This design comes from an exercise in tuning for small area on the open sky130 flow, not from production work.
Only simulation tests tie the RTL to the original design; equivalence was not proved.
In every run shown here, the design's own scripts or RTL, not TritonCTS, make the clock network.
The flow treats the clock pin as an ideal source. Dropping or thinning the clock tree relies on that and would not hold on a real chip.
Power is estimated from default activity; no workload was simulated.

===== config.mk =====
export PLATFORM = sky130hd
export DESIGN_NAME = top
export DESIGN_NICKNAME = top
export VERILOG_FILES = /design/flow/design.v
export SDC_FILE = /design/flow/constraint.sdc
export NUM_CORES = 4
export LEC_CHECK = 0
export ABC_AREA = 1
export CAP_MARGIN = 20
export CORE_AREA = 2 2 62 62
export CTS_BUF_LIST = sky130_fd_sc_hd__clkbuf_4
export DIE_AREA = 0 0 64 64
export SLEW_MARGIN = 20

===== constraint.sdc =====
create_clock -name core_clock -period 15.0 [get_ports {clkin}]
set_input_delay 3.0000 -clock core_clock [delete_from_list [all_inputs] [get_ports {clkin}]]
set_output_delay 3.0000 -clock core_clock [all_outputs]
set_load 0.01 [all_outputs]

===== design.v =====
`timescale 1ns / 1ps
module s_div (
    input            clkin,
    input            rst_n,
    output           a9,         
    output reg [7:0] g
    );
    reg       tg;
    reg [2:0] m;
    assign a9 = tg & m[2] & ~m[1];
    wire wrap = g[7] & g[6] & (g[5] | (g[2] & g[1] & g[0]));    
    always @(posedge clkin) begin
        if (!rst_n) begin
            tg <= 1'b0;
            m  <= 3'b000;
            g  <= 8'd224;
        end else begin
            tg <= ~tg;
            m  <= {m[1], m[0], ~m[2] & ~m[1]};
            if (a9) g <= wrap ? 8'd0 : g + 8'd1;
        end
    end
endmodule
`timescale 1ns / 1ps
module ajxd (
    input            clkin,
    input      [3:0] btn_in,
    input            first,      
    input            second,     
    output reg [3:0] btn_out
    );
    always @(posedge clkin) begin
        if (first)       btn_out <= btn_in;
        else if (second) btn_out <= btn_out & btn_in;
    end
endmodule
`timescale 1ns / 1ps
module decoder_7seg (
    input  [3:0] d,
    output [6:0] s
    );
    wire D = d[3], C = d[2], B = d[1], A = d[0];
    assign s[6] = ~((~D & ~C & ~B & A) | (C & ~A));                  
    assign s[5] = ~(C & (A ^ B));                                    
    assign s[4] = C | ~B | A;                                        
    assign s[3] = ~((~C & ~B & A) | (C & ~B & ~A) | (C & B & A));    
    assign s[2] = ~A & (~C | B);                                     
    assign s[1] = D | (~B & ~A) | (C & ~B) | (C & ~A);               
    assign s[0] = D | (B & ~C) | (C & ~B) | (C & ~A);                
endmodule
`timescale 1ns / 1ps
module top(
    input clkin,     
    input rst_n,     
    input power,     
    input reset,     
    input [3:0] col,
    output beep,     
    output [11:0] led,
    output [7:0] seg,
    output [5:0] dig,
    output [3:0] row
    );
    assign row = 4'b1110;
    wire       a9;
    wire [7:0] g;
    s_div tb0(.clkin(clkin), .rst_n(rst_n), .a9(a9), .g(g));
    wire step   = a9 & (g == 8'd98);     
    wire samp1  = a9 & (g == 8'd18);     
    wire samp2  = a9 & (g == 8'd58);
    wire [3:0] key;
    ajxd kb(.clkin(clkin), .btn_in(col), .first(samp1), .second(samp2), .btn_out(key));
    wire [3:0] k = ~key;     
    reg [1:0] t;
    reg [3:0] o;
    reg       dir;
    reg       h;
    reg [3:0] lr;            
    reg       rs;            
    wire t3  = t[1] & t[0];
    wire id  = t3 & o[0];                    
    wire ar  = t3 & ~o[0] & ~h;              
    wire mv  = ~t3;                          
    wire fl1 = (id & ~h) | (ar & dir);       
    wire fl2 = (id & h) | (ar & ~dir);       
    wire o9  = o[3] & o[0];
    wire n29 = t[1] & ~t[0] & o9;
    wire arU = ar & ~dir;
    wire arD = ar & dir;
    wire p   = power;
    wire pu  = p & ~fl2 & (k[3] | k[1]);     
    wire pd  = p & ~fl1 & (k[2] | k[0]);     
    wire R   = (rs ^ reset) & ~fl1;          
    wire E1  = p & (pu | ((lr[3] | lr[1]) & ~arU & ~R));
    wire E2  = p & (pd | R | (mv & dir) | ((lr[2] | lr[0]) & ~arD));
    wire cont  = mv & p & ~R & (dir ? ~pd : ~pu);    
    wire start = ~cont & (E1 | E2);                  
    wire atf   = fl1 | fl2;
    always @(posedge clkin) begin
        if (!rst_n) begin
            t <= 2'd3; o <= 4'd1; dir <= 1'b0; h <= 1'b0; lr <= 4'd0; rs <= 1'b0;
        end else if (step) begin
            rs    <= reset;
            if (cont) begin
                t <= o9 ? t + 2'd1 : t;
                o <= o9 ? 4'd0 : o + 4'd1;
            end else if (start) begin
                t   <= 2'd0;
                o   <= 4'd1;
                dir <= E2;
                h   <= 1'b0;
            end else begin
                t   <= 2'd3;
                o   <= {3'd0, atf};
                dir <= p & (mv | ar | (id & dir));
                h   <= atf ? fl2 : 1'b1;
            end
            lr[3] <= p & ((~fl2 & k[3]) | (lr[3] & ~arU & (pu | ~R)));
            lr[1] <= p & ((~fl2 & k[1]) | (lr[1] & ~arU & (pu | ~R)));
            lr[2] <= p & ((~fl1 & k[2]) | (lr[2] & ~arD));
            lr[0] <= p & ((~fl1 & k[0]) | (lr[0] & ~arD));
        end
    end
    wire [4:0] th;
    assign th[0] = ar | (mv & (t[1] | t[0] | o[3] | (o[2] & o[1])));     
    assign th[1] = ar | (mv & (t[1] | (t[0] & (o[3] | o[2] | o[1]))));  
    assign th[2] = ar | (mv & (t[1] | (t[0] & o[3])));                   
    assign th[3] = ar | (mv & t[1] & (o[3] | o[2]));                     
    assign th[4] = ar;                                       
    assign led[3:0]  = lr;
    assign led[6:4]  = 3'b000;
    assign led[11:7] = dir ? {th[0], th[1], th[2], th[3], th[4]} : th;
    assign beep = n29 & (g[2] ? (g[1] | g[0]) : ~(g[1] | g[0]));
    wire       v = ~(g[7] & g[6] & g[5]);
    wire [1:0] d = g[2:1];
    wire       run = mv | ar;
    wire [1:0] sta = {run & dir, run & ~dir};
    wire [1:0] ds  = run ? ((dir ^ ~t[1]) ? 2'd1 : 2'd2) : {id & dir & h, id & dir & ~h};
    reg  [1:0] sd;           
    always @(posedge clkin)
        if (d != 2'd1) sd <= sta;
    wire [1:0] x  = d[1] ? {t[1] & ~t[0], t[0] & ~t[1]} : ds;
    wire [6:0] px = {~x[0], 1'b1, ~x[1], ~x[0], ~x[0], ~x[0] & ~x[1], x[1]};
    wire [6:0] ps = {sd[0], 1'b0, 1'b0, sd[1], 1'b0, 1'b0, ~sd[0] & ~sd[1]};
    wire [6:0] po;
    decoder_7seg dec(.d(o & {4{mv}}), .s(po));
    assign seg[7:1] = (d == 2'd3) ? po : (d == 2'd1) ? ps : px;
    assign seg[0] = d == 2'd2;
    assign dig = {~(v & (d == 2'd2)), ~(v & (d == 2'd3)), 2'b11, ~(v & (d == 2'd1)), ~(v & (d == 2'd0))};
endmodule

===== flow/run.sh =====
#!/bin/bash
# Own layout flow: the standard synthesis, then the combinational cells of
# its netlist mapped again by ABC for area (every flip-flop instance is kept,
# with its name and cell type; four ABC runs with different seeds, the
# smallest result is kept), the constant outputs tied to one tie cell, then
# the standard layout with the port buffers made of sky130_fd_sc_hd__buf_1
# and the clock driven by two clock buffers. Each tool's output goes to a log file
# in the work folder.
set -euo pipefail
W=$PWD
F=$W/flow
R=$W/orfs/results/$FLOW_PLATFORM/top/base
LIB=$FLOW_HOME/platforms/$FLOW_PLATFORM/lib/sky130_fd_sc_hd__tt_025C_1v80.lib

# 1. standard synthesis
bash standard.sh synth > $W/flow_synth.log 2>&1

# 2. map the combinational logic again
cp $R/1_2_yosys.v $W/std_synth.v
python3 $F/cellmodels.py $LIB $W/std_synth.v $W/cell_models.v > $W/cellmodels.log 2>&1
DONT_USE=$(python3 - "$LIB" <<'PY'
import re, sys
names = re.findall(r'\n\s*cell\s*\(\s*"?(\w+)"?\s*\)', open(sys.argv[1]).read())
print(' '.join('-dont_use ' + n for n in names
               if re.search(r'lpflow|probe|ebuf|einv|dlygate|dlymetal|clkdlybuf', n)))
PY
)
printf 'set_driving_cell sky130_fd_sc_hd__buf_1\nset_load 5\n' > $W/abc.constr
for S in 0 1 2 3; do
  sed "s/@SEED@/$S/" $F/remap.abc > $W/remap_$S.abc
  cat > $W/remap_$S.ys <<YS
read_verilog $W/cell_models.v
read_verilog $W/std_synth.v
hierarchy -top $FLOW_TOP
proc
flatten
techmap
opt -fast -purge
abc -script $W/remap_$S.abc -liberty $LIB $DONT_USE -constr $W/abc.constr -D 15000
opt_clean -purge
hilomap -singleton -hicell sky130_fd_sc_hd__conb_1 HI -locell sky130_fd_sc_hd__conb_1 LO
splitnets
opt_clean -purge
rename -hide w:*.*
write_verilog -noattr -noexpr -nohex -nodec $W/remapped_$S.v
YS
  yosys -l $W/remap_$S.log -q -s $W/remap_$S.ys > /dev/null 2>&1 &
done
wait
python3 $F/pick.py $LIB $W/remapped.v $W/remapped_0.v $W/remapped_1.v $W/remapped_2.v $W/remapped_3.v > $W/pick.log 2>&1
python3 $F/pairties.py $W/remapped.v $R/1_2_yosys.v > $W/pairties.log 2>&1
rm -f $R/1_synth.odb

# 3. standard layout, small port buffers, the tie cell kept as it is, and the
# clock distributed by two clock buffers placed by hand (flow/clock.tcl) in
# place of the CTS tree
export BUFFER_PORTS_ARGS="-buffer_cell sky130_fd_sc_hd__buf_1"
export SKIP_REPAIR_TIE_FANOUT=1
export PRE_CTS_TCL=$F/clock.tcl
export CLOCK_PORT_NAME=$(sed -n 's/.*create_clock.*get_ports {\([^}]*\)}.*/\1/p' $FLOW_SDC | head -1)
export CLOCK_BUFFER_CELL=sky130_fd_sc_hd__clkbuf_8
export CLOCK_GROUPS=2
bash standard.sh finish > $W/flow_layout.log 2>&1

===== flow/cellmodels.py =====
#!/usr/bin/env python3
"""Write Verilog models of the liberty cells a netlist uses: combinational cells as
assign statements (so they can be flattened and mapped again), every other cell
(flip-flops, ties) as a blackbox with its pin directions.
usage: cellmodels.py LIB NETLIST OUT"""
import re, sys
lib, netlist, out = sys.argv[1:4]
used = set(re.findall(r'^\s*(sky130_fd_sc_hd__\w+)\s', open(netlist).read(), re.M))
text = open(lib).read()
cells = {}
for m in re.finditer(r'\n\s*cell\s*\(\s*"?(\w+)"?\s*\)\s*\{', text):
    cells[m.group(1)] = m.end()
def block(start):
    depth, i = 1, start
    while depth:
        c = text[i]
        if c == '{': depth += 1
        elif c == '}': depth -= 1
        i += 1
    return text[start:i]
res = []
for name in sorted(used):
    body = block(cells[name])
    pins = []
    for pm in re.finditer(r'\n\s*pin\s*\(\s*"?(\w+)"?\s*\)\s*\{', body):
        pb = body[pm.end():]
        # the pin's own attributes, up to its first nested group or closing brace
        d = re.search(r'direction\s*:\s*"?(\w+)"?', pb[:pb.find('}')] if 'timing' not in pb[:200] else pb)
        depth, i = 1, 0
        while depth:
            c = pb[i]
            if c == '{': depth += 1
            elif c == '}': depth -= 1
            i += 1
        own = pb[:i]
        d = re.search(r'direction\s*:\s*"?(\w+)"?\s*;', own)
        f = re.search(r'\bfunction\s*:\s*"([^"]*)"', own)
        pins.append((pm.group(1), d.group(1), f.group(1) if f else None))
    tie = 'conb' in name
    comb = tie or (not re.search(r'\b(ff|latch|statetable)\s*\(', body) and all(
        d != 'output' or f for _, d, f in pins))
    ports = ', '.join(p for p, _, _ in pins)
    lines = []
    if not comb:
        lines.append('(* blackbox *)')
    lines.append(f'module {name}({ports});')
    for p, d, f in pins:
        lines.append(f'  {d} {p};')
    if comb:
        for p, d, f in pins:
            if d == 'output':
                if tie:
                    lines.append(f"  assign {p} = 1'b{1 if p == 'HI' else 0};")
                    continue
                e = f.replace('!', '~').replace('+', '|').replace('*', '&')
                lines.append(f'  assign {p} = {e};')
    lines.append('endmodule')
    res.append('\n'.join(lines))
open(out, 'w').write('\n\n'.join(res) + '\n')

===== flow/clock.tcl =====
# Clock distribution by hand, sourced before the CTS step (PRE_CTS_TCL): the
# flip-flops are split into CLOCK_GROUPS groups by position, each driven by one
# clock buffer at the group's centre; the clock port drives only those buffers.
# The CTS step's own tree building is then skipped; the rest of the step
# (placement legalization, timing repair) runs as usual.
set block [ord::get_db_block]
set port_net [$block findNet [get_name [get_ports $::env(CLOCK_PORT_NAME)]]]
set master [[ord::get_db] findMaster $::env(CLOCK_BUFFER_CELL)]
set ngroups $::env(CLOCK_GROUPS)
set sinks {}
foreach it [$port_net getITerms] {
  set box [[$it getInst] getBBox]
  lappend sinks [list $it [expr { ([$box xMin] + [$box xMax]) / 2 }] [expr { ([$box yMin] + [$box yMax]) / 2 }]]
}
# split by x, then each group in order
set sinks [lsort -integer -index 1 $sinks]
set n [llength $sinks]
for { set g 0 } { $g < $ngroups } { incr g } {
  set lo [expr { $g * $n / $ngroups }]
  set hi [expr { ($g + 1) * $n / $ngroups - 1 }]
  set buf [odb::dbInst_create $block $master clkbuf_${g}_clkin]
  set net [odb::dbNet_create $block clknet_${g}_clkin]
  $net setSigType CLOCK
  set sx 0
  set sy 0
  foreach s [lrange $sinks $lo $hi] {
    set it [lindex $s 0]
    $it disconnect
    $it connect $net
    set sx [expr { $sx + [lindex $s 1] }]
    set sy [expr { $sy + [lindex $s 2] }]
  }
  set k [expr { $hi - $lo + 1 }]
  [$buf findITerm A] connect $port_net
  [$buf findITerm X] connect $net
  $buf setLocation [expr { $sx / $k }] [expr { $sy / $k }]
  $buf setPlacementStatus PLACED
  puts "clock: buffer $g drives $k clock pins"
}
global_connect
proc clock_tree_synthesis { args } {
  set_propagated_clock [all_clocks]
}

===== flow/pairties.py =====
#!/usr/bin/env python3
"""Merge tie cells: a sky130 conb_1 has both a HI and a LO output, so a cell that
only drives HI and one that only drives LO become one cell.
usage: pairties.py IN.v OUT.v"""
import re, sys
src = open(sys.argv[1]).read()
pat = re.compile(r'  sky130_fd_sc_hd__conb_1 (\S+) \(\n    \.(HI|LO)\(([^)]*)\)\n  \);\n')
his, los = [], []
for m in pat.finditer(src):
    (his if m.group(2) == 'HI' else los).append(m)
drop, merged = set(), {}
for h, l in zip(his, los):
    drop.add(l.group(1))
    merged[h.group(1)] = '  sky130_fd_sc_hd__conb_1 %s (\n    .HI(%s),\n    .LO(%s)\n  );\n' % (
        h.group(1), h.group(3), l.group(3))
def sub(m):
    if m.group(1) in drop:
        return ''
    return merged.get(m.group(1), m.group(0))
open(sys.argv[2], 'w').write(pat.sub(sub, src))

===== flow/pick.py =====
#!/usr/bin/env python3
"""Copy the netlist with the smallest standard-cell area to OUT.
usage: pick.py LIB OUT NETLIST..."""
import re, shutil, sys
lib, out, nets = sys.argv[1], sys.argv[2], sys.argv[3:]
area = {}
for c in re.split(r'\n\s*cell\s*\(', open(lib).read())[1:]:
    a = re.search(r'\barea\s*:\s*([\d.]+)', c)
    if a:
        area[re.match(r'\s*"?(\w+)"?', c).group(1)] = float(a.group(1))
best = None
for n in nets:
    try:
        cells = re.findall(r'^\s*(sky130_fd_sc_hd__\w+)\s', open(n).read(), re.M)
    except OSError:
        continue
    if not cells:
        continue
    total = sum(area[c] for c in cells)
    print(n, round(total, 2))
    if best is None or total < best[0]:
        best = (total, n)
print('kept', best[1])
shutil.copy(best[1], out)

===== flow/remap.abc =====
strash
&get -n
&deepsyn -T 60 -S @SEED@
&put
dch -f
map -a
mfs
strash
dch -f
amap
topo

===== standard.sh =====
#!/bin/bash
# synth_recipe.tcl (not shown) runs the flow's synth.tcl, then flattens the netlist and writes it again
# the make line also repeats each setting of config.mk as NAME=value (left out here)
make -C /OpenROAD-flow-scripts/flow DESIGN_CONFIG=/design/flow/config.mk WORK_HOME=/design/flow/orfs CLKGATE_MAP_FILE= SYNTH_SCRIPT=/design/flow/synth_recipe.tcl "${@:-finish}"

==> summary.md, run 1 <==
The synthesized cell area was 1590 um2; the wire length per cell after detailed routing was 13.3 um. Power per cell area: 89.8 nW/um2. The worst setup path is launched from a flop. The number of pins with negative max-slew slack in the final report is 0, and the number of design rule violations left after detail routing is 0. The sum of net half-perimeters after detailed placement was 3.07 mm. Once placement finished, the instance area stood at 1750 um2. The clock network is responsible for 21.3% of the overall power. In the finished design, the share of the clock period the worst path needs comes to 35.7%.

Internal power: 0.000112 W. The final antenna-violating net count was 0. The net load switching power was 0.0000475 W. 39 I/O pins were placed. The tools report the initial antenna violation count as 0. The run gives 21.5% as the proportion of power drawn by combinational gates. The flow ran to the end and the layout has no timing, DRC or antenna violations. The tools report the count of mapped cells out of synthesis as 211.

Clock-pin slew was measured on the worst setup and hold paths at 110 ps. 0 antenna diodes ended up in the layout. Summing over every cut layer, the via total after detailed routing is 1575. The buffer count from post-CTS setup fixing was 0; the switching portion of total power was 29.7%. After clock tree synthesis, the flow added hold-fix buffers numbering 0. The post-synth net total is 220. STA classifies the critical path endpoint as an output port. The count of buffers added on input and output ports is 29. The first-pass GRT wire length came out at 6.76 mm. The initial utilization of the core area, before any placement, comes to 46.8%. At the worst endpoint, the required time is 12000 ps. The total routing resource utilization after global routing was 19.6%; the slack of the worst reg-to-reg path was 11360 ps.

The growth of design area from synthesis to finish was 12.2%; the final instance area was 1780 um2. The chip height was 64 um. For the total number of nets in the final design, the log shows 253. The arrival time at the worst endpoint came out at 2350 ps. The leakage power is 0.586 nW, and the worst ir drop on vdd is 0.0000671 V. The tool flagged a number of max-cap violations equal to 0.

The clock tree skew after final layout was 18.4 ps. The logs give 21 for the cell row count and 0 ps for the final setup TNS. The library cell used most frequently in the layout, excluding fill and tap cells, is nor2_1. Counting I/O delays and the setup requirement, the final critical path takes 5350 ps.

In the layout the commonest cells are nor2_1, clkinv_1, buf_1. In the final layout, the share of cells above drive strength 1 is 0.826%. The critical path in this run is classified as flop to output port.

Gates resized during post-CTS repair numbered 0. For the pin with the worst max-slew slack, the measured transition is 800 ps. The number of warnings reported in the yosys synthesis log was 3.

The number of iterations in the first detailed-routing pass is 4, and the mean cell area of the mapped netlist is 7.51 um2. In the routed layout, each cell is associated on average with a via count of 5.47. The worst pin sits at a relative slew slack of 46.2%. The final RePlAce weighted congestion is 0.870, and the largest fanout of any net on the critical path is 10.

The tools report the maximum operating frequency as 187 MHz. The later pin in the worst-skew pair is clocked with a latency of 160 ps. Worst-case hold slack: 416 ps. The run gives 1533 as the number of global-route vias before repair. The hold violation count in the final report was 0; the area inside the core boundary was 3390 um2. After global routing the overflow that remains totals 0. Wires add up to 3.82 mm. Registers are responsible for 57.2% of the overall power. The worst min-delay path category is flop to flop. X dimension of the die: 64 um. The logs give 163 for the number of violations reported at the end of detailed-routing iteration 0 and 0 for the final setup violation count. Entering global routing, the biggest net connects 17 pins.

Setup repair after global routing left no endpoint under its margin. For the die outline area, the log shows 4100 um2.
==> final timing paths <==
| check | startpoint | endpoint | depth (start not counted) |
|---|---|---|---|
| min reg2reg | tb0.tg | tb0.tg | 1 |
| max | tb0.g[2] | seg[4] | 10 |
| max reg2reg | tb0.g[1] | t[1] | 8 |
| min | tb0.tg | tb0.tg | 1 |
==> power by group through the flow <==
stage / Clock, W / Sequential, W / Combinational [W]
floorplan: 0 / 0.0000923 / 0.0000245
global placement: 0 / 0.0000932 / 0.0000335
detailed placement: 0 / 0.0000933 / 0.0000337
CTS: 0.0000354 / 0.0000914 / 0.0000339
global route: 0.0000384 / 0.0000920 / 0.0000386
finish: 0.0000340 / 0.0000914 / 0.0000343
==> state kept, by name, indices dropped and copies added (netlist names) <==
name / flops
tb0.g: 8
kb.btn_out: 4
lr: 4
o: 4
tb0.m: 3
sd: 2
t: 2
dir: 1
h: 1
rs: 1
tb0.tg: 1
==> stage by stage <==
step / worst slack, ps / total power [W] / utilization [%] / instances
2_1_floorplan: 10230 / 0.000117 / - / 211
4_1_cts: 9710 / 0.000161 / 52.5 / 288
5_1_grt: 9460 / 0.000169 / 52.5 / 288
3_5_place_dp: 9950 / 0.000127 / 51.7 / 286
6_report: 9650 / 0.000160 / 52.5 / 288
3_3_place_gp: 10100 / 0.000127 / 51.7 / 286
==> per-layer routing <==
| layer | routed length (um) | vias to the layer above | share of wire [%] | GRT usage, % |
|---|---|---|---|---|
| met5 | 0 | - | 0 | 0 |
| met4 | 35 | 0 | 0.92 | 2.99 |
| met3 | 254 | 4 | 6.6 | 1.58 |
| met2 | 1720 | 53 | 45 | 33.9 |
| met1 | 1810 | 709 | 47 | 27.1 |
| li1 | - | 809 | - | - |
==> critical path, cell delays in order (launching register included) <==
cell and delay [ps]:
dfxtp_1 520, clkinv_1 200, a221oi_1 320, nor2_1 80, o41ai_1 110, o21ai_0 220
a31oi_1 260, clkinv_1 120, a21oi_1 130, o31ai_1 80, buf_1 140
==> final cells by class <==
cell class / instances / area [um2]
inverters: 29 / 109
repair buffers: 29 / 109
multi-input cells: 151 / 796
fillers: 355 / 1610
well taps: 46 / 57.6
plain buffers: 2 / 27.5
flip-flops and latches: 31 / 681
==> run 2: changes to the inputs <==
--- a/design.v
+++ b/design.v
@@ -76,3 +76,2 @@
     reg       dir;
-    reg       h;
     reg [3:0] lr;            
@@ -80,7 +79,7 @@
     wire t3  = t[1] & t[0];
-    wire id  = t3 & o[0];                    
-    wire ar  = t3 & ~o[0] & ~h;              
+    wire id  = t3 & (o[1] ^ o[0]);           
+    wire ar  = t3 & ~o[1] & ~o[0];           
     wire mv  = ~t3;                          
-    wire fl1 = (id & ~h) | (ar & dir);       
-    wire fl2 = (id & h) | (ar & ~dir);       
+    wire fl1 = t3 & ~o[1] & (o[0] | dir);    
+    wire fl2 = t3 & ~o[0] & (o[1] | ~dir);   
     wire o9  = o[3] & o[0];
@@ -100,3 +99,3 @@
         if (!rst_n) begin
-            t <= 2'd3; o <= 4'd1; dir <= 1'b0; h <= 1'b0; lr <= 4'd0; rs <= 1'b0;
+            t <= 2'd3; o <= 4'd1; dir <= 1'b0; lr <= 4'd0; rs <= 1'b0;
         end else if (step) begin
@@ -110,8 +109,6 @@
                 dir <= E2;
-                h   <= 1'b0;
             end else begin
                 t   <= 2'd3;
-                o   <= {3'd0, atf};
+                o   <= atf ? {2'd0, fl2, fl1} : 4'd3;
                 dir <= p & (mv | ar | (id & dir));
-                h   <= atf ? fl2 : 1'b1;
             end
@@ -137,3 +134,3 @@
     wire [1:0] sta = {run & dir, run & ~dir};
-    wire [1:0] ds  = run ? ((dir ^ ~t[1]) ? 2'd1 : 2'd2) : {id & dir & h, id & dir & ~h};
+    wire [1:0] ds  = run ? ((dir ^ ~t[1]) ? 2'd1 : 2'd2) : {dir & o[1] & ~o[0], dir & o[0] & ~o[1]};
     reg  [1:0] sd;           
@@ -145,3 +142,3 @@
     wire [6:0] po;
-    decoder_7seg dec(.d(o & {4{mv}}), .s(po));
+    decoder_7seg dec(.d({o[3:2], o[1:0] & {2{mv}}}), .s(po));
     assign seg[7:1] = (d == 2'd3) ? po : (d == 2'd1) ? ps : px;
==> run 2 against run 1 <==
Against the previous run: design area shrank 1.1%; synthesized cell count rose by 2.8%; final cell count rose by 2.1%; global-route usage barely moved; critical path depth rose by 2; combinational power shrank 82%; via count shrank 0.63%; routed wire length decreased by 1.3%; power shrank 23%; critical endpoint unchanged; largest power group unchanged.
==> summary.md, run 2 <==
The flow ran to the end and the layout has no timing, DRC or antenna violations. The count of mapped cells out of synthesis was 217 (+2.8%). For the post-cts repair resize count, the log shows 0 (unchanged). The element type at the critical path start is a flop. The clock-pin slew on the worst setup and hold paths is 100 ps (about the same). The final setup TNS was 0 ps (unchanged); the multi-input gate area in the final layout was 807 um2 (+1.4%). The data required time of the worst path is 12000 ps (about the same). The number of cells on the worst hold path came out at 1 (unchanged). The worst stage delay on the critical path is 440 ps (-80 ps), and the number of global-route vias before repair is 1527 (-0.39%).

The logs give 226 (+2.7%) for the post-synth net total and 0 (unchanged) for the initial antenna violation count. The share of the core filled with cells in the final layout is 51.9% (-0.59 points). The cell with the largest stage delay on the worst path was nor2_1. The routing usage on met3 came out at 1.23% (-0.35 points). The cell count of the worst reg-to-reg path came out at 11 (+3).

For hold timing, the worst endpoint is tb0.tg. The share of final-layout standard cells stronger than drive strength 1 came out at 0.806% (-0.020 points). The clock tree skew after final layout is 9.24 ps (-9.20 ps), and the via count is 1565 (-0.63%). For the number of pins with negative max-slew slack in the final report, the log shows 0 (unchanged). The mean cell area of the mapped netlist came out at 7.21 um2 (-4.0%). The area inside the core boundary is 3390 um2 (unchanged).

Buffer count from post-CTS setup fixing: 0 (unchanged). The tools report the cell row count as 21 (unchanged). The endpoint of the lowest-slack register-to-register path is t[0]. The chip height works out to 64 um (unchanged).

Leaving out fill and tap cells, the most frequent cell in the layout is nor2_1. The startpoint of the tightest hold check path is tb0.tg. The number of I/O port buffers works out to 29 (unchanged). The maximum number of pins on one net before global-route repair is 16 (-1). Setup repair after global routing left no endpoint under its margin.

For the total number of nets in the final design, the log shows 259 (+2.4%). The number of flip-flops under the largest register name was 8 (unchanged). The largest fanout of any net on the critical path was 8 (-2). Compared with the post-synthesis result, the final layout area differs by 12.4%.

The final setup violation count is 0 (unchanged), and the synthesized cell area is 1570 um2 (-1.3%). The final period utilization was 38.8% (+3.1 points); the total routing resource utilization after global routing was 19.5% (-0.022 points). The post-layout minimum cycle time came out at 5810 ps (+462 ps). The met1 routing resource usage after global routing was 25.5% (-1.5 points); the via count normalized by instance count was 5.32 (-2.7%). The slew at the pin closest to its max-slew limit is 692 ps (-107 ps), and the overall power consumption is 0.000123 W (-23%). Largest register by flop count: tb0.g. The final RePlAce weighted congestion is 0.853 (-1.9%). Worst ir drop on vdd: 0.0000618 V (-7.9%). The worst max-slew margin expressed relative to the limit is 53.4% (+7.2 points), and the number of primary I/O pins is 39 (unchanged). The proportion of power drawn by combinational gates is 5.0% (-16 points). The tools report the arrival time at the worst endpoint as 2810 ps (+460 ps).

The first-pass GRT wire length was 6.68 mm (-1.1%). The antenna diode instance count was 0 (unchanged). In the layout the commonest cells are nor2_1, buf_1, clkinv_1.

The switching portion of total power works out to 21.0% (-8.7 points). The starting utilization of the core area was 46.2% (-0.59 points); the slack of the worst reg-to-reg path was 11580 ps (+220 ps). The tools report the internal power as 0.0000970 W (-14%). The wire length per cell after detailed routing came out at 12.8 um (-3.3%). Part of the power in the clock network: 27.1% (+5.8 points). The number of design rule violations left after detail routing was 0 (unchanged); the number of iterations in the first detailed-routing pass was 4 (unchanged). The classification of the worst setup path was flop to output port. The fraction of met2 tracks used by global routing was 36.3% (+2.5 points). The tools report the number of buffers added to fix hold violations after cts as 0 (unchanged).

Layer carrying the most global-route usage: met2. The clock latency of the later-clocked register in the worst-skew pair is 160 ps (about the same), and the x dimension of the die is 64 um (unchanged). The element type at the critical path end is an output port. The sequential cell area is 661 um2 (-2.9%).

The number of inserted filler cells in the final layout is 364 (+2.5%). The sum of net half-perimeters after detailed placement is 3.07 mm (about the same). The net load switching power is 0.0000258 W (-46%), and the power per cell area is 69.8 nW/um2 (-22%). The tools report the total cell area at the placement stage as 1730 um2 (-1.1%). The tools report the number of violations reported at the end of detailed-routing iteration 0 as 74 (-55%).

The number of max-cap violations came out at 0 (unchanged). Number of warnings reported in the yosys synthesis log: 3 (unchanged). Walking the worst path, the cells encountered are clkinv_1, nor2_1, clkinv_1, nor2_1, o21ai_0, a31oi_1, a31o_1, o31ai_1, a41o_1, a21oi_1, o21ai_0, buf_1.

For the die outline area, the log shows 4100 um2 (unchanged). The post-detailed-routing wire length is 3.77 mm (-1.3%). The final instance area was 1760 um2 (-1.1%). For the leakage power, the log shows 0.603 nW (+2.9%). The global route total overflow is 0 (unchanged). The hold violation count in the final report is 0 (unchanged), and the final antenna-violating net count is 0 (unchanged). The worst register-to-register path begins at tb0.g[1]. The worst hold path belongs to the class flop to flop. The run gives 172 MHz (-7.9%) as the maximum operating frequency. The sequential power share is 67.8% (+11 points).
[run 2: area by class of cell]
type	instances	share of cell area (%)
well taps	46	3.27
repair buffers	29	6.19
multi-input cells	161	45.9
plain buffers	2	1.56
flip-flops and latches	30	37.6
inverters	26	5.55
[run 2: per-stage QoR]
stage	instances	hold slack [ps]	setup WS, ps
after floorplan	217	392	9840
after detailed placement	292	406	9440
after global routing	294	435	8880
after CTS	294	419	9240
after global placement	292	400	9590
final	294	419	9190
[run 2: worst max-delay path by stage]
stage	endpoint	slack, ps	depth (start not counted)	from
floorplan	seg[4]	9840	11	t[0]
global placement	seg[4]	9590	12	t[0]
detailed placement	seg[4]	9440	12	t[0]
CTS	seg[4]	9240	12	t[0]
global route	seg[4]	8880	12	t[0]
finish	seg[4]	9190	12	t[0]
[run 2: routing by layer]
layer / vias up / routed length [um]
li1: 824 / -
met5: - / 0
met4: 0 / 34
met2: 32 / 1770
met1: 704 / 1800
met3: 5 / 166
[run 2: power by group through the flow]
stage / registers [W] / logic, W / clock network (W)
finish: 0.0000833 / 0.00000619 / 0.0000333
global route: 0.0000834 / 0.00000705 / 0.0000371
CTS: 0.0000833 / 0.00000616 / 0.0000336
detailed placement: 0.0000851 / 0.00000614 / 0
global placement: 0.0000851 / 0.00000622 / 0
floorplan: 0.0000850 / 0.00000427 / 0
[run 2: worst max-delay path, delay by kind of cell, from the launching register on]
family / cells / cell delay, ps
buffers and inverters: 3 / 540
AND/OR/NAND/NOR: 2 / 610
flip-flops: 1 / 430
AO/OA/AOI/OAI: 7 / 1080
==> run 3: changes to the inputs <==
--- a/flow/run.sh
+++ b/flow/run.sh
@@ -3,3 +3,3 @@
 # its netlist mapped again by ABC for area (every flip-flop instance is kept,
-# with its name and cell type; four ABC runs with different seeds, the
+# with its name and cell type; eight ABC runs with different seeds, the
 # smallest result is kept), the constant outputs tied to one tie cell, then
@@ -28,3 +28,3 @@
 printf 'set_driving_cell sky130_fd_sc_hd__buf_1\nset_load 5\n' > $W/abc.constr
-for S in 0 1 2 3; do
+for S in 0 1 2 3 4 5 6 7; do
   sed "s/@SEED@/$S/" $F/remap.abc > $W/remap_$S.abc
@@ -47,5 +47,7 @@
   yosys -l $W/remap_$S.log -q -s $W/remap_$S.ys > /dev/null 2>&1 &
+  # four at a time
+  if [[ $S == 3 ]]; then wait; fi
 done
 wait
-python3 $F/pick.py $LIB $W/remapped.v $W/remapped_0.v $W/remapped_1.v $W/remapped_2.v $W/remapped_3.v > $W/pick.log 2>&1
+python3 $F/pick.py $LIB $W/remapped.v $W/remapped_[0-7].v > $W/pick.log 2>&1
 python3 $F/pairties.py $W/remapped.v $R/1_2_yosys.v > $W/pairties.log 2>&1
==> run 3 against run 2 <==
Against the previous run: still clean on timing, DRC and antenna; area after synthesis shrank 0.96%; design area shrank 0.85%; clock skew grew 5.0 ps; worst hold slack lost 3.6 ps; largest cell class unchanged; highest routed layer unchanged.
==> summary.md, run 3 <==
The run finished with no timing, DRC or antenna violations. The number of buffers added to fix hold violations after cts came out at 0 (unchanged). For the area inside the core boundary, the log shows 3390 um2 (unchanged). For the maximum operating frequency, the log shows 183 MHz (+6.3%).

The clock-pin slew on the worst setup and hold paths was 100 ps (about the same). The tools report the count of mapped cells out of synthesis as 207 (-4.6%). The final period utilization is 36.5% (-2.3 points), and the initial antenna violation count is 0 (unchanged). The tightest min-delay check is of the flop to flop type. The tools report the post-detailed-routing wire length as 3.95 mm (+4.6%).

The number of flip-flops under the largest register name came out at 8 (unchanged). In the layout the commonest cells are nor2_1, clkinv_1, buf_1. First-pass GRT wire length: 6.64 mm (-0.63%). The via count normalized by instance count is 5.55 (+4.3%), and the switching portion of total power is 21.1% (+0.076 points). The worst ir drop on vdd was 0.0000707 V (+14%).

The total number of nets in the final design came out at 249 (-3.9%). Setup repair after global routing left no endpoint under its margin. Critical path's most frequent cell: clkinv_1. The sequential power share was 67.8% (about the same); the internal power was 0.0000977 W (+0.71%). STA classifies the critical path startpoint as a flop. The number of violations reported at the end of detailed-routing iteration 0 is 89 (+20%), and the starting utilization of the core area is 45.7% (-0.44 points). The share of final-layout standard cells stronger than drive strength 1 was 0.840% (+0.034 points); the clock latency of the later-clocked register in the worst-skew pair was 160 ps (about the same).

The final setup TNS came out at 0 ps (unchanged). Total routing resource utilization after global routing: 19.7% (+0.20 points). The tools report the final setup violation count as 0 (unchanged). The final antenna-violating net count is 0 (unchanged), and the number of I/O port buffers is 29 (unchanged). The cell row count was 21 (unchanged).

Number of inserted filler cells in the final layout: 336 (-7.7%). The number of non-filler instances in the completed layout came out at 284 (-3.4%). Multi-input gate area in the final layout: 769 um2 (-4.7%). The run gives 4 (unchanged) as the number of iterations in the first detailed-routing pass. STA classifies the critical path endpoint as an output port. The number of design rule violations left after detail routing was 0 (unchanged); the wire length per cell after detailed routing was 13.9 um (+8.2%). The data required time of the worst path was 12000 ps (about the same). The run gives 3.20 mm (+4.1%) as the sum of net half-perimeters after detailed placement.

The tools report the final RePlAce weighted congestion as 0.868 (+1.7%). Classification of the worst setup path: flop to output port. The chip height is 64 um (unchanged). The tools report the hold violation count in the final report as 0 (unchanged). For the sequential cell area, the log shows 661 um2 (unchanged). The run gives 0 (unchanged) as the number of pins with negative max-slew slack in the final report. The worst-case hold slack came out at 415 ps (-3.56 ps). The antenna diode instance count is 0 (unchanged). The maximum number of pins on one net before global-route repair was 16 (unchanged). The run gives 1515 (-0.79%) as the number of global-route vias before repair. The post-cts repair resize count was 0 (unchanged); the worst stage delay on the critical path was 380 ps (-60 ps). The global route total overflow is 0 (unchanged).

tb0.g holds more flip-flops than any other register. Mean cell area of the mapped netlist: 7.49 um2 (+3.8%). The worst setup slack after layout was 9530 ps (+343 ps).

The x dimension of the die is 64 um (unchanged). The tools report the net load switching power as 0.0000261 W (+1.2%). The run gives 14.3 ps (+5.04 ps) as the clock tree skew after final layout. The number of primary I/O pins is 39 (unchanged), and the proportion of power drawn by combinational gates is 5.9% (+0.9 points). The signal on the critical path passes through clkinv_1, nor2_1, clkinv_1, nor2_1, o21a_1, a211oi_1, a31oi_1, clkinv_1, a221o_1, buf_1. The run gives 0.577 nW (-4.4%) as the leakage power. The post-synth net total came out at 216 (-4.4%).

For the synthesized cell area, the log shows 1550 um2 (-0.96%). The logs give 26.3% (-0.8 points) for the part of the power in the clock network and 3 (unchanged) for the number of warnings reported in the yosys synthesis log. The power per cell area came out at 70.9 nW/um2 (+1.7%). Relative to the synthesized area, the layout overhead comes to 12.5%.

The via count is 1577 (+0.77%). The post-layout minimum cycle time was 5470 ps (-343 ps); the largest fanout of any net on the critical path was 6 (-2). The leading cell type in the layout, fill and taps excluded is nor2_1. The cell with the largest stage delay on the worst path is dfxtp_1. The logs give 2470 ps (-340 ps) for the arrival time at the worst endpoint and 0 (unchanged) for the number of max-cap violations. The buffer count from post-CTS setup fixing is 0 (unchanged), and the number of cells in the design after placement is 282 (-3.4%).

The tools report the post-placement worst setup slack as 9730 ps (+282 ps). The die outline area is 4100 um2 (unchanged).
## run 3: cell type report
type | instances | share of cell area [%]
buffer | 2 | 1.58
inverter | 32 | 6.89
multi-input combinational | 145 | 44.1
sequential | 30 | 37.9
tap | 46 | 3.30
timing repair buffer | 29 | 6.24
## run 3: routing by layer
| metal | wire (um) | vias up | share of wire, % | global-route usage, % |
|---|---|---|---|---|
| met2 | 2010 | 49 | 51 | 39.2 |
| li1 | - | 797 | - | - |
| met4 | 30 | 0 | 0.76 | 1.09 |
| met5 | 0 | - | 0 | 0 |
| met3 | 220 | 3 | 5.6 | 1.23 |
| met1 | 1680 | 728 | 43 | 24.0 |
## run 3: power by group through the flow
stage	Combinational, W	Sequential, W	Clock (W)
2_1_floorplan	0.00000499	0.0000856	0
3_3_place_gp	0.00000707	0.0000858	0
3_5_place_dp	0.00000718	0.0000858	0
4_1_cts	0.00000723	0.0000839	0.0000341
5_1_grt	0.00000817	0.0000841	0.0000359
6_report	0.00000728	0.0000839	0.0000326
## run 3: critical path: cells and delay by family (launching register included)
kind                   cells  cell delay (ps)
AOI/OAI and AO/OA          4              730
and+or+nand+nor            2              520
buffers and inverters      4              680
DFF                        1              380
## run 3: worst paths after layout
kind,startpoint,to,slack [ps],cells after the start
max,t[1],seg[7],9530,10
min,tb0.tg,tb0.tg,420,1
max reg2reg,tb0.g[1],o[1],11710,10
min reg2reg,tb0.tg,tb0.tg,420,1
## run 3: per-stage QoR
step | power, W | utilization [%] | cell area, um2
after floorplan | 0.0000906 | - | 1550
after global placement | 0.0000928 | 50.6 | 1720
after detailed placement | 0.0000930 | 50.6 | 1720
after CTS | 0.000125 | 51.5 | 1740
after global routing | 0.000128 | 51.5 | 1740
final | 0.000124 | 51.5 | 1740
==> run 4: changes to the inputs <==
--- a/design.v
+++ b/design.v
@@ -78,3 +78,3 @@
     reg       rs;            
-    wire t3  = t[1] & t[0];
+    wire t3  = t[1] & ~t[0];                 
     wire id  = t3 & (o[1] ^ o[0]);           
@@ -85,3 +85,3 @@
     wire o9  = o[3] & o[0];
-    wire n29 = t[1] & ~t[0] & o9;
+    wire n29 = t[1] & t[0] & o9;
     wire arU = ar & ~dir;
@@ -99,3 +99,3 @@
         if (!rst_n) begin
-            t <= 2'd3; o <= 4'd1; dir <= 1'b0; lr <= 4'd0; rs <= 1'b0;
+            t <= 2'b10; o <= 4'd1; dir <= 1'b0; lr <= 4'd0; rs <= 1'b0;
         end else if (step) begin
@@ -103,3 +103,3 @@
             if (cont) begin
-                t <= o9 ? t + 2'd1 : t;
+                t <= o9 ? {t[0], ~t[1]} : t;
                 o <= o9 ? 4'd0 : o + 4'd1;
@@ -110,3 +110,3 @@
             end else begin
-                t   <= 2'd3;
+                t   <= 2'b10;
                 o   <= atf ? {2'd0, fl2, fl1} : 4'd3;
@@ -121,3 +121,3 @@
     wire [4:0] th;
-    assign th[0] = ar | (mv & (t[1] | t[0] | o[3] | (o[2] & o[1])));     
+    assign th[0] = ar | (mv & (t[0] | o[3] | (o[2] & o[1])));            
     assign th[1] = ar | (mv & (t[1] | (t[0] & (o[3] | o[2] | o[1]))));  
@@ -138,3 +138,3 @@
         if (d != 2'd1) sd <= sta;
-    wire [1:0] x  = d[1] ? {t[1] & ~t[0], t[0] & ~t[1]} : ds;
+    wire [1:0] x  = d[1] ? {t[1] & t[0], t[0] & ~t[1]} : ds;
     wire [6:0] px = {~x[0], 1'b1, ~x[1], ~x[0], ~x[0], ~x[0] & ~x[1], x[1]};
==> run 4 against run 3 <==
Against the previous run: routed wire length shrank 5.8%; combinational power fell by about 20%; design area decreased by 0.65%; clock skew shrank 1.9 ps; largest power group unchanged; setup slack improved by 220 ps; first-iteration DRC count down 6.7%; sequential power fell by 0.7%; register-to-register slack gained 90 ps; global-route usage decreased by 1.4 points; sequential share of layout area up 0.25 points.
==> summary.md, run 4 <==
The flow ran to the end and the layout has no timing, DRC or antenna violations. The post-layout minimum cycle time is 5250 ps (-222 ps), and the routing usage on met3 is 1.58% (+0.35 points). The endpoint of the lowest-slack register-to-register path is o[0]. The die outline area came out at 4100 um2 (unchanged). The worst setup path is of the flop to output port kind.

Maximum operating frequency: 191 MHz (+4.2%). The tools report the worst ir drop on vdd as 0.0000598 V (-16%). The worst hold path begins at tb0.tg. The tools report the share of the core filled with cells in the final layout as 51.1% (-0.33 points). The min-delay analysis places its worst path in the category flop to flop.

The number of design rule violations left after detail routing came out at 0 (unchanged). The endpoint of the worst hold path was tb0.tg. Synthesized cell area: 1540 um2 (-0.73%). The tools report the number of iterations in the first detailed-routing pass as 4 (unchanged). The run gives 355 (+5.7%) as the number of inserted filler cells in the final layout.

Setup repair after global routing left no endpoint under its margin. The mean cell area of the mapped netlist came out at 7.36 um2 (-1.7%). The number of primary I/O pins was 39 (unchanged).

The post-detailed-routing wire length was 3.72 mm (-5.8%); the final RePlAce weighted congestion was 0.891 (+2.6%). met2 is the most crowded layer. The final setup TNS was 0 ps (unchanged). The via count normalized by instance count was 5.35 (-3.6%); the met1 routing resource usage after global routing was 24.1% (+0.084 points). For the pin with the worst max-slew slack, the measured transition is 642 ps.

The tools report the number of non-filler instances in the completed layout as 286 (+0.70%). The x dimension of the die was 64 um (unchanged). The tools report the post-synth net total as 218 (+0.93%). The final antenna-violating net count came out at 0 (unchanged).

The cell count of the worst reg-to-reg path came out at 10 (unchanged). The data required time of the worst path is 12000 ps (about the same). The leakage power came out at 0.569 nW (-1.3%).

The initial antenna violation count is 0 (unchanged). The run gives 11800 ps (+90 ps) as the slack of the worst reg-to-reg path. The clock-pin slew on the worst setup and hold paths works out to 100 ps (about the same). The clock tree skew after final layout is 12.4 ps (-1.86 ps).

The cell row count was 21 (unchanged). STA classifies the critical path startpoint as a flop. The number of cells in the design after placement was 284 (+0.71%); the share of final-layout standard cells stronger than drive strength 1 was 0.833% (-0.0070 points). The run gives 0 (unchanged) as the number of pins with negative max-slew slack in the final report. The tools report the worst max-slew margin expressed relative to the limit as 56.9%.

The largest fanout of any net on the critical path is 6 (unchanged), and the first-pass GRT wire length is 6.26 mm (-5.7%). Largest register by flop count: tb0.g. The chip height was 64 um (unchanged). The hold violation count in the final report was 0 (unchanged); the starting utilization of the core area was 45.4% (-0.33 points). Wire length per cell after detailed routing: 13.0 um (-6.4%). The number of cells on the worst hold path is 1 (unchanged), and the final period utilization is 35.0% (-1.5 points). The run gives 83 (-6.7%) as the number of violations reported at the end of detailed-routing iteration 0. The total number of nets in the final design came out at 251 (+0.80%). The logs give 0 (unchanged) for the buffer count from post-CTS setup fixing and 2250 ps (-220 ps) for the arrival time at the worst endpoint.

The total routing resource utilization after global routing came out at 18.4% (-1.4 points). The number of warnings reported in the yosys synthesis log was 3 (unchanged); the sum of net half-perimeters after detailed placement was 2.93 mm (-8.4%). The count of mapped cells out of synthesis is 209 (+0.97%). The logs give 1730 um2 (-0.65%) for the final instance area and 1710 um2 (-0.66%) for the total cell area at the placement stage. The number of max-cap violations is 0 (unchanged). The post-cts repair resize count was 0 (unchanged).

The clock latency of the later-clocked register in the worst-skew pair was 160 ps (about the same); the final setup violation count was 0 (unchanged). The number of I/O port buffers is 29 (unchanged). The library cells used most frequently in the layout, excluding fill and tap cells, are nor2_1, buf_1, clkinv_1.

The area inside the core boundary came out at 3390 um2 (unchanged). The maximum number of pins on one net before global-route repair was 16 (unchanged). The growth of design area from synthesis to finish is 12.6% (about the same), and the global route total overflow is 0 (unchanged). The number of buffers added to fix hold violations after cts was 0 (unchanged); the number of flip-flops under the largest register name was 8 (unchanged).

The antenna diode instance count was 0 (unchanged); the power per cell area was 70.3 nW/um2 (-0.95%). The worst register-to-register path begins at t[1]. The logs give 32.8% (-6.4 points) for the fraction of met2 tracks used by global routing and 1531 (-2.9%) for the via count.

Leaving out fill and tap cells, the most frequent cell in the layout is nor2_1. The number of global-route vias before repair came out at 1446 (-4.6%). STA classifies the critical path endpoint as an output port.
[run 4: how the worst max path moves through the flow]
stage,to,depth (start not counted),slack [ps],start
2_1_floorplan,seg[4],6,10230,dir
3_3_place_gp,seg[5],8,10020,t[1]
3_5_place_dp,seg[5],8,10000,t[1]
4_1_cts,seg[5],8,9770,t[1]
5_1_grt,seg[5],8,9550,t[1]
6_report,seg[5],8,9750,t[1]
[run 4: critical path: stages, from the launching register on]
cell and delay (ps):
dfxtp_1 410, clkinv_1 160, nor2_1 290, clkinv_1 230, nor2_1 370, a21oi_1 140, a21oi_1 200, o21a_1 140
buf_1 140
[run 4: power breakdown]
part	switching, W	total [W]	internal (W)
Sequential	0.000000505	0.0000833	0.0000828
Clock	0.0000203	0.0000327	0.0000123
Combinational	0.00000414	0.00000580	0.00000166
[run 4: area by class of cell]
class | instances | area (um2) | area share [%]
multi-input combinational | 153 | 781 | 45.1
sequential | 30 | 661 | 38.1
timing repair buffer | 29 | 109 | 6.28
inverter | 26 | 97.6 | 5.63
tap | 46 | 57.6 | 3.32
buffer | 2 | 27.5 | 1.59
[run 4: metrics by stage]
step                      hold slack (ps)  total power, W  worst slack [ps]
after floorplan                       386       0.0000890             10230
after global placement                395       0.0000909             10020
after detailed placement              411       0.0000910             10000
after CTS                             424        0.000123              9770
after global routing                  433        0.000127              9550
final                                 418        0.000122              9750
[run 4: per-layer routing]
layer	share of wire, %	wire length, um	up-vias
met4	1.3	48	0
met3	5.7	213	8
met5	0	0	-
met2	47	1740	40
met1	46	1720	678
li1	-	-	805
==> run 5: changes to the inputs <==
--- a/flow/run.sh
+++ b/flow/run.sh
@@ -3,7 +3,7 @@
 # its netlist mapped again by ABC for area (every flip-flop instance is kept,
-# with its name and cell type; eight ABC runs with different seeds, the
-# smallest result is kept), the constant outputs tied to one tie cell, then
-# the standard layout with the port buffers made of sky130_fd_sc_hd__buf_1
-# and the clock driven by two clock buffers. Each tool's output goes to a log file
-# in the work folder.
+# with its name and cell type; sixteen ABC runs with different seeds and
+# mapping scripts, the smallest result is kept), the constant outputs tied to
+# one tie cell, then the standard layout with the port buffers made of
+# sky130_fd_sc_hd__buf_1 and the clock driven by two clock buffers placed by
+# hand. Each tool's output goes to a log file in the work folder.
 set -euo pipefail
@@ -28,5 +28,9 @@
 printf 'set_driving_cell sky130_fd_sc_hd__buf_1\nset_load 5\n' > $W/abc.constr
+# 16 runs: ABC seeds 0..7, each with two mapping scripts, four at a time
+i=0
 for S in 0 1 2 3 4 5 6 7; do
-  sed "s/@SEED@/$S/" $F/remap.abc > $W/remap_$S.abc
-  cat > $W/remap_$S.ys <<YS
+  for V in a b; do
+    J=$S$V
+    sed "s/@SEED@/$S/" $F/remap_$V.abc > $W/remap_$J.abc
+    cat > $W/remap_$J.ys <<YS
 read_verilog $W/cell_models.v
@@ -38,3 +42,3 @@
 opt -fast -purge
-abc -script $W/remap_$S.abc -liberty $LIB $DONT_USE -constr $W/abc.constr -D 15000
+abc -script $W/remap_$J.abc -liberty $LIB $DONT_USE -constr $W/abc.constr -D 15000
 opt_clean -purge
@@ -44,10 +48,11 @@
 rename -hide w:*.*
-write_verilog -noattr -noexpr -nohex -nodec $W/remapped_$S.v
+write_verilog -noattr -noexpr -nohex -nodec $W/remapped_$J.v
 YS
-  yosys -l $W/remap_$S.log -q -s $W/remap_$S.ys > /dev/null 2>&1 &
-  # four at a time
-  if [[ $S == 3 ]]; then wait; fi
+    yosys -l $W/remap_$J.log -q -s $W/remap_$J.ys > /dev/null 2>&1 &
+    i=$((i + 1))
+    if (( i % 4 == 0 )); then wait; fi
+  done
 done
 wait
-python3 $F/pick.py $LIB $W/remapped.v $W/remapped_[0-7].v > $W/pick.log 2>&1
+python3 $F/pick.py $LIB $W/remapped.v $W/remapped_[0-7][ab].v > $W/pick.log 2>&1
 python3 $F/pairties.py $W/remapped.v $R/1_2_yosys.v > $W/pairties.log 2>&1
==> flow/remap_a.abc (new file) <==
strash
&get -n
&deepsyn -T 60 -S @SEED@
&put
dch -f
map -a
mfs
strash
dch -f
amap
topo
==> flow/remap_b.abc (new file) <==
strash
&get -n
&deepsyn -T 60 -S @SEED@
&put
dch -f
amap
mfs
strash
dch -f
map -a
mfs
strash
dch -f
amap
topo
removed: flow/remap.abc
==> run 5 against run 4 <==
Against the previous run: worst hold slack worse by 6.5 ps; global-route usage up 0.42 points; power up 0.11%; first-iteration DRC count down 12%; synthesized cell count down 1.4%; final cell count down 1.0%.
==> summary.md, run 5 <==
For the count of mapped cells out of synthesis, the log shows 206 (-1.4%). The run gives 412 ps (-6.50 ps) as the worst-case hold slack. The flow ran to the end and the layout has no timing, DRC or antenna violations.

The startpoint identified for the worst register-to-register timing path is t[1]. The tools report the worst max-slew margin expressed relative to the limit as 56.1% (-0.74 points). The met1 layer wirelength in the final routing is 1.59 mm (-7.5%), and the final period utilization is 35.5% (+0.49 points). The worst setup path is launched from a flop. The number of I/O port buffers was 29 (unchanged); the sequential cell area was 661 um2 (unchanged). The via count normalized by instance count came out at 5.59 (+4.4%). The total number of nets in the final design was 248 (-1.2%). The run gives 0 (unchanged) as the global route total overflow. The share of the core filled with cells in the final layout came out at 50.9% (-0.22 points). The worst min-delay path category is flop to flop. For hold timing, the worst endpoint is tb0.tg. More flip-flops sit in one register than any other, and that register is tb0.g. The worst register-to-register path ends at o[0]. Wire length per cell after detailed routing: 13.3 um (+2.6%). The maximum operating frequency was 188 MHz (-1.4%).

The multi-input gate area in the final layout is 788 um2 (+0.96%). The worst setup slack after layout is 9680 ps (-73.2 ps). Leading cell type in the layout, fill and taps excluded: nor2_1.

The growth of design area from synthesis to finish is 12.7% (about the same). Slack of the worst reg-to-reg path: 11720 ps (-80 ps). The via count came out at 1581 (+3.3%).

The run gives 21 (unchanged) as the cell row count. The run gives 196 um (-8.0%) as the met3 wire length. The data required time of the worst path was 12000 ps (about the same).

The clock-pin slew on the worst setup and hold paths is 100 ps (about the same), and the synthesized cell area is 1530 um2 (-0.49%). For the number of buffers added to fix hold violations after cts, the log shows 0 (unchanged). Final setup violation count: 0 (unchanged). The post-detailed-routing wire length was 3.77 mm (+1.5%).

Classification of the worst setup path: flop to output port. The first-pass GRT wire length is 6.37 mm (+1.8%), and the number of flip-flops under the largest register name is 8 (unchanged). Cell count of the worst reg-to-reg path: 10 (unchanged). The slew at the pin closest to its max-slew limit was 652 ps (+10.6 ps). For the final antenna-violating net count, the log shows 0 (unchanged). The worst setup path is captured at an output port. For the sum of net half-perimeters after detailed placement, the log shows 3.04 mm (+4.0%).

The die outline area is 4100 um2 (unchanged). The clock latency of the later-clocked register in the worst-skew pair came out at 160 ps (about the same). The hold violation count in the final report came out at 0 (unchanged).

The maximum number of pins on one net before global-route repair was 16 (unchanged); the met2 wirelength from detailed routing was 1.90 mm (+8.9%). The logs give 0.583 nW (+2.5%) for the leakage power and 0.0000631 V (+5.5%) for the worst ir drop on vdd. Number of max-cap violations: 0 (unchanged). The chip height was 64 um (unchanged). Total routing resource utilization after global routing: 18.8% (+0.42 points). The tools report the number of non-filler instances in the completed layout as 283 (-1.0%). The mean cell area of the mapped netlist is 7.43 um2 (+0.96%), and the final RePlAce weighted congestion is 0.910 (+2.1%). Final setup TNS: 0 ps (unchanged). The number of violations reported at the end of detailed-routing iteration 0 was 73 (-12%); the number of primary I/O pins was 39 (unchanged).

The logs give 281 (-1.1%) for the number of cells in the design after placement and 0 (unchanged) for the initial antenna violation count. Setup repair after global routing left no endpoint under its margin. The arrival time at the worst endpoint is 2320 ps (+70 ps).

The x dimension of the die was 64 um (unchanged); the number of iterations in the first detailed-routing pass was 4 (unchanged). The area inside the core boundary was 3390 um2 (unchanged). The tools report the antenna diode instance count as 0 (unchanged). Post-layout minimum cycle time: 5320 ps (+73.2 ps). The largest fanout of any net on the critical path works out to 7 (+1). In the layout the commonest cells are nor2_1, buf_1, dfxtp_1.

Post-cts repair resize count: 0 (unchanged). The share of final-layout standard cells stronger than drive strength 1 is 0.844% (+0.011 points), and the clock tree skew after final layout is 10.5 ps (-1.94 ps). For the post-synth net total, the log shows 215 (-1.4%).

The starting utilization of the core area was 45.2% (-0.22 points). Highest routing layer actually used: met4. The logs give 1448 (+0.14%) for the number of global-route vias before repair and 3 (unchanged) for the number of warnings reported in the yosys synthesis log.

The buffer count from post-CTS setup fixing was 0 (unchanged). For the number of pins with negative max-slew slack in the final report, the log shows 0 (unchanged). The startpoint of the tightest hold check path was tb0.tg.

The run gives 9940 ps (-61.6 ps) as the post-placement worst setup slack. The power per cell area is 70.7 nW/um2 (+0.54%), and the number of design rule violations left after detail routing is 0 (unchanged). The number of cells on the worst hold path is 1 (unchanged). The run gives 342 (-3.7%) as the number of inserted filler cells in the final layout.
run 5: area by class of cell:
type | instances | share of cell area, %
multi-input combinational | 154 | 45.7
timing repair buffer | 29 | 6.31
sequential | 30 | 38.3
buffer | 2 | 1.60
inverter | 22 | 4.79
tap | 46 | 3.34
run 5: routing by layer:
| layer | global-route usage [%] | vias up |
|---|---|---|
| met5 | 0 | - |
| met4 | 4.89 | 0 |
| met3 | 1.58 | 11 |
| met2 | 34.5 | 54 |
| met1 | 23.4 | 718 |
| li1 | - | 798 |
run 5: where the power goes:
| part | switching (W) | internal (W) |
|---|---|---|
| sequential | 0.000000513 | 0.0000828 |
| combinational | 0.00000408 | 0.00000170 |
| clock | 0.0000205 | 0.0000123 |
| total | 0.0000250 | 0.0000969 |
run 5: per-stage QoR:
step / cell area (um2) / power, W
6_report: 1730 / 0.000122
5_1_grt: 1730 / 0.000127
4_1_cts: 1730 / 0.000123
3_5_place_dp: 1700 / 0.0000910
3_3_place_gp: 1700 / 0.0000909
2_1_floorplan: 1530 / 0.0000890
run 5: worst max path at each step:
| stage | from | to | slack, ps | depth (start not counted) |
|---|---|---|---|---|
| 2_1_floorplan | dir | seg[4] | 10180 | 6 |
| 3_3_place_gp | dir | seg[4] | 10080 | 7 |
| 3_5_place_dp | t[1] | seg[5] | 9940 | 8 |
| 4_1_cts | t[1] | seg[5] | 9730 | 8 |
| 5_1_grt | t[1] | seg[5] | 9450 | 8 |
| 6_report | t[1] | seg[5] | 9680 | 8 |
run 5: worst max-delay path, cell delays in order (launching register included):
cell      delay, ps
dfxtp_1         380
clkinv_1        200
nor2_1          310
clkinv_1        230
nor2_1          370
a21oi_1         150
a21oi_1         230
o21a_1          150
buf_1           140
==> run 6: changes to the inputs <==
--- a/flow/run.sh
+++ b/flow/run.sh
@@ -3,3 +3,3 @@
 # its netlist mapped again by ABC for area (every flip-flop instance is kept,
-# with its name and cell type; sixteen ABC runs with different seeds and
+# with its name and cell type; thirty-two ABC runs with different seeds and
 # mapping scripts, the smallest result is kept), the constant outputs tied to
@@ -28,5 +28,5 @@
 printf 'set_driving_cell sky130_fd_sc_hd__buf_1\nset_load 5\n' > $W/abc.constr
-# 16 runs: ABC seeds 0..7, each with two mapping scripts, four at a time
+# 32 runs: ABC seeds 0..15, each with two mapping scripts, four at a time
 i=0
-for S in 0 1 2 3 4 5 6 7; do
+for S in $(seq 0 15); do
   for V in a b; do
@@ -56,3 +56,3 @@
 wait
-python3 $F/pick.py $LIB $W/remapped.v $W/remapped_[0-7][ab].v > $W/pick.log 2>&1
+python3 $F/pick.py $LIB $W/remapped.v $W/remapped_*[ab].v > $W/pick.log 2>&1
 python3 $F/pairties.py $W/remapped.v $R/1_2_yosys.v > $W/pairties.log 2>&1
==> run 6 against run 5 <==
Against the previous run: largest power group unchanged; synthesized cell count is the same; combinational power is essentially flat; core utilization is the same; via count is the same; highest routed layer unchanged; register-to-register slack is essentially flat; area after synthesis is the same; first-iteration DRC count is the same.
==> summary.md, run 6 <==
The chip height is 64 um (unchanged). The number of warnings reported in the yosys synthesis log was 3 (unchanged); the final RePlAce weighted congestion was 0.910 (unchanged). The run gives 206 (unchanged) as the count of mapped cells out of synthesis. The share of the core filled with cells in the final layout is 50.9% (unchanged). In the layout the commonest cells are nor2_1, buf_1, dfxtp_1. The total routing resource utilization after global routing was 18.8% (unchanged). The worst stage delay on the critical path is 380 ps (about the same). The via count normalized by instance count is 5.59 (unchanged).

Power per cell area: 70.7 nW/um2 (unchanged). The number of global-route vias before repair is 1448 (unchanged), and the synthesized cell area is 1530 um2 (unchanged). The run gives 0.583 nW (unchanged) as the leakage power. The element type at the critical path end was an output port.

Total number of nets in the final design: 248 (unchanged). The via count is 1581 (unchanged). The setup path with the least slack is of type flop to output port. The number of design rule violations left after detail routing is 0 (unchanged), and the hold violation count in the final report is 0 (unchanged).

X dimension of the die: 64 um (unchanged). The worst hold path belongs to the class flop to flop. The area inside the core boundary was 3390 um2 (unchanged). The post-cts repair resize count is 0 (unchanged). The largest register by flop count was tb0.g. The slew at the pin closest to its max-slew limit works out to 652 ps (unchanged). The number of iterations in the first detailed-routing pass is 4 (unchanged), and the number of I/O port buffers is 29 (unchanged). The maximum number of pins on one net before global-route repair was 16 (unchanged); the final period utilization was 35.5% (unchanged). The number of flip-flops under the largest register name was 8 (unchanged); the maximum operating frequency was 188 MHz (unchanged). The logs give 45.2% (unchanged) for the starting utilization of the core area and 0 (unchanged) for the buffer count from post-CTS setup fixing. On the critical path, the stage with the largest delay is an instance of dfxtp_1. The growth of design area from synthesis to finish was 12.7% (unchanged); the number of pins with negative max-slew slack in the final report was 0 (unchanged).

The final setup violation count came out at 0 (unchanged). The wire length per cell after detailed routing was 13.3 um (unchanged). The clock latency of the later-clocked register in the worst-skew pair came out at 160 ps (about the same).

The antenna diode instance count is 0 (unchanged). The flow ran to the end and the layout has no timing, DRC or antenna violations. For the clock tree skew after final layout, the log shows 10.5 ps (unchanged). Traced cell by cell, the critical path runs through clkinv_1, nor2_1, clkinv_1, nor2_1, a21oi_1, a21oi_1, o21a_1, buf_1. The number of buffers added to fix hold violations after cts came out at 0 (unchanged). The first-pass GRT wire length is 6.37 mm (unchanged).

Setup repair after global routing left no endpoint under its margin. The sum of net half-perimeters after detailed placement came out at 3.04 mm (unchanged). The number of primary I/O pins was 39 (unchanged); the global route total overflow was 0 (unchanged). The cell row count was 21 (unchanged). The tools report the die outline area as 4100 um2 (unchanged). The mean cell area of the mapped netlist works out to 7.43 um2 (unchanged). For the data required time of the worst path, the log shows 12000 ps (about the same). The logs give 0 (unchanged) for the number of max-cap violations and 2320 ps (about the same) for the arrival time at the worst endpoint. The library cell used most frequently in the layout, excluding fill and tap cells, is nor2_1. The post-layout minimum cycle time works out to 5320 ps (unchanged). The tools report the worst max-slew margin expressed relative to the limit as 56.1% (unchanged). The post-synth net total is 215 (unchanged).

The number of buffers and inverters on the critical path came out at 3 (unchanged). The clock-pin slew on the worst setup and hold paths was 100 ps (about the same); the largest fanout of any net on the critical path was 7 (unchanged). The worst ir drop on vdd is 0.0000631 V (unchanged), and the initial antenna violation count is 0 (unchanged). The worst setup path is launched from a flop. The number of violations reported at the end of detailed-routing iteration 0 was 73 (unchanged); the share of final-layout standard cells stronger than drive strength 1 was 0.844% (unchanged). The final antenna-violating net count came out at 0 (unchanged).

The number of inserted filler cells in the final layout came out at 342 (unchanged). The family with the most delay on the worst path was simple AND/OR/NAND/NOR gates. The logs give 3.77 mm (unchanged) for the post-detailed-routing wire length and 0 ps (unchanged) for the final setup TNS.
-- run 6: area by class of cell --
class                      instances  area (um2)  share of cell area (%)
multi-input combinational        154         788                    45.7
timing repair buffer              29         109                    6.31
sequential                        30         661                    38.3
inverter                          22        82.6                    4.79
tap                               46        57.6                    3.34
buffer                             2        27.5                    1.60
-- run 6: power breakdown --
part,leakage (nW),internal [W],switching [W]
logic,0.313,0.00000170,0.00000408
clock network,0.0144,0.0000123,0.0000205
registers,0.256,0.0000828,0.000000513
-- run 6: metrics by stage --
step / hold slack, ps / cells / area [um2] / total power [W] / setup slack [ps]
global route: 445 / 283 / 1730 / 0.000127 / 9450
detailed placement: 400 / 281 / 1700 / 0.0000910 / 9940
global placement: 395 / 281 / 1700 / 0.0000909 / 10080
CTS: 416 / 283 / 1730 / 0.000123 / 9730
finish: 412 / 283 / 1730 / 0.000122 / 9680
floorplan: 386 / 206 / 1530 / 0.0000890 / 10180
-- run 6: worst paths after layout --
| check | startpoint | end | slack [ps] | depth (start not counted) |
|---|---|---|---|---|
| setup / recovery | t[1] | seg[5] | 9680 | 8 |
| hold / removal | tb0.tg | tb0.tg | 410 | 1 |
| setup reg to reg | t[1] | o[0] | 11720 | 10 |
| hold reg to reg | tb0.tg | tb0.tg | 410 | 1 |
-- run 6: worst register-to-register path, cell delays in order (launching register included) --
cell and delay [ps]:
dfxtp_1 380, clkinv_1 200, nor2_1 310, clkinv_1 230
nor2_1 370, nor2_1 170, nor3_1 400, o22ai_1 180
o21a_1 240, or4b_1 530, o22a_1 170
-- run 6: routing by layer --
layer | wire length, um | up-vias | global-route usage (%) | share of wire (%)
li1 | - | 798 | - | -
met1 | 1590 | 718 | 23.4 | 42
met2 | 1900 | 54 | 34.5 | 50
met3 | 196 | 11 | 1.58 | 5.2
met4 | 94 | 0 | 4.89 | 2.5
met5 | 0 | - | 0 | 0

what the ideal ports hide:
No port has a modelled driver above. Below, the same layouts with a new extraction and two added sets of constraints. Step 1 sets driving cells, clkbuf_16 on the clock port and buf_2 on the other inputs (assumed; they add their load-dependent delay and slew). Step 2, shift: input delay + t, output delay - t, t = (earliest + latest rising clock arrival at the registers) / 2. This alone moves slack from input paths to output paths. Three values: ideal, step 1, step 2; two values: the first two.
run | t, ns | setup WS [ns] | slew at the worst register clock pin (ns)
run 1 | 0.188 | 9.649 / 9.615 / 9.803 | 0.11 / 0.11
run 2 | 0.189 | 9.187 / 9.150 / 9.339 | 0.10 / 0.10
run 3 | 0.186 | 9.530 / 9.494 / 9.680 | 0.10 / 0.10
run 4 | 0.186 | 9.752 / 9.716 / 9.902 | 0.10 / 0.10
run 5 | 0.189 | 9.679 / 9.640 / 9.829 | 0.10 / 0.10
run 6 | 0.189 | 9.679 / 9.640 / 9.829 | 0.10 / 0.10
After both steps every run listed still meets setup and hold.
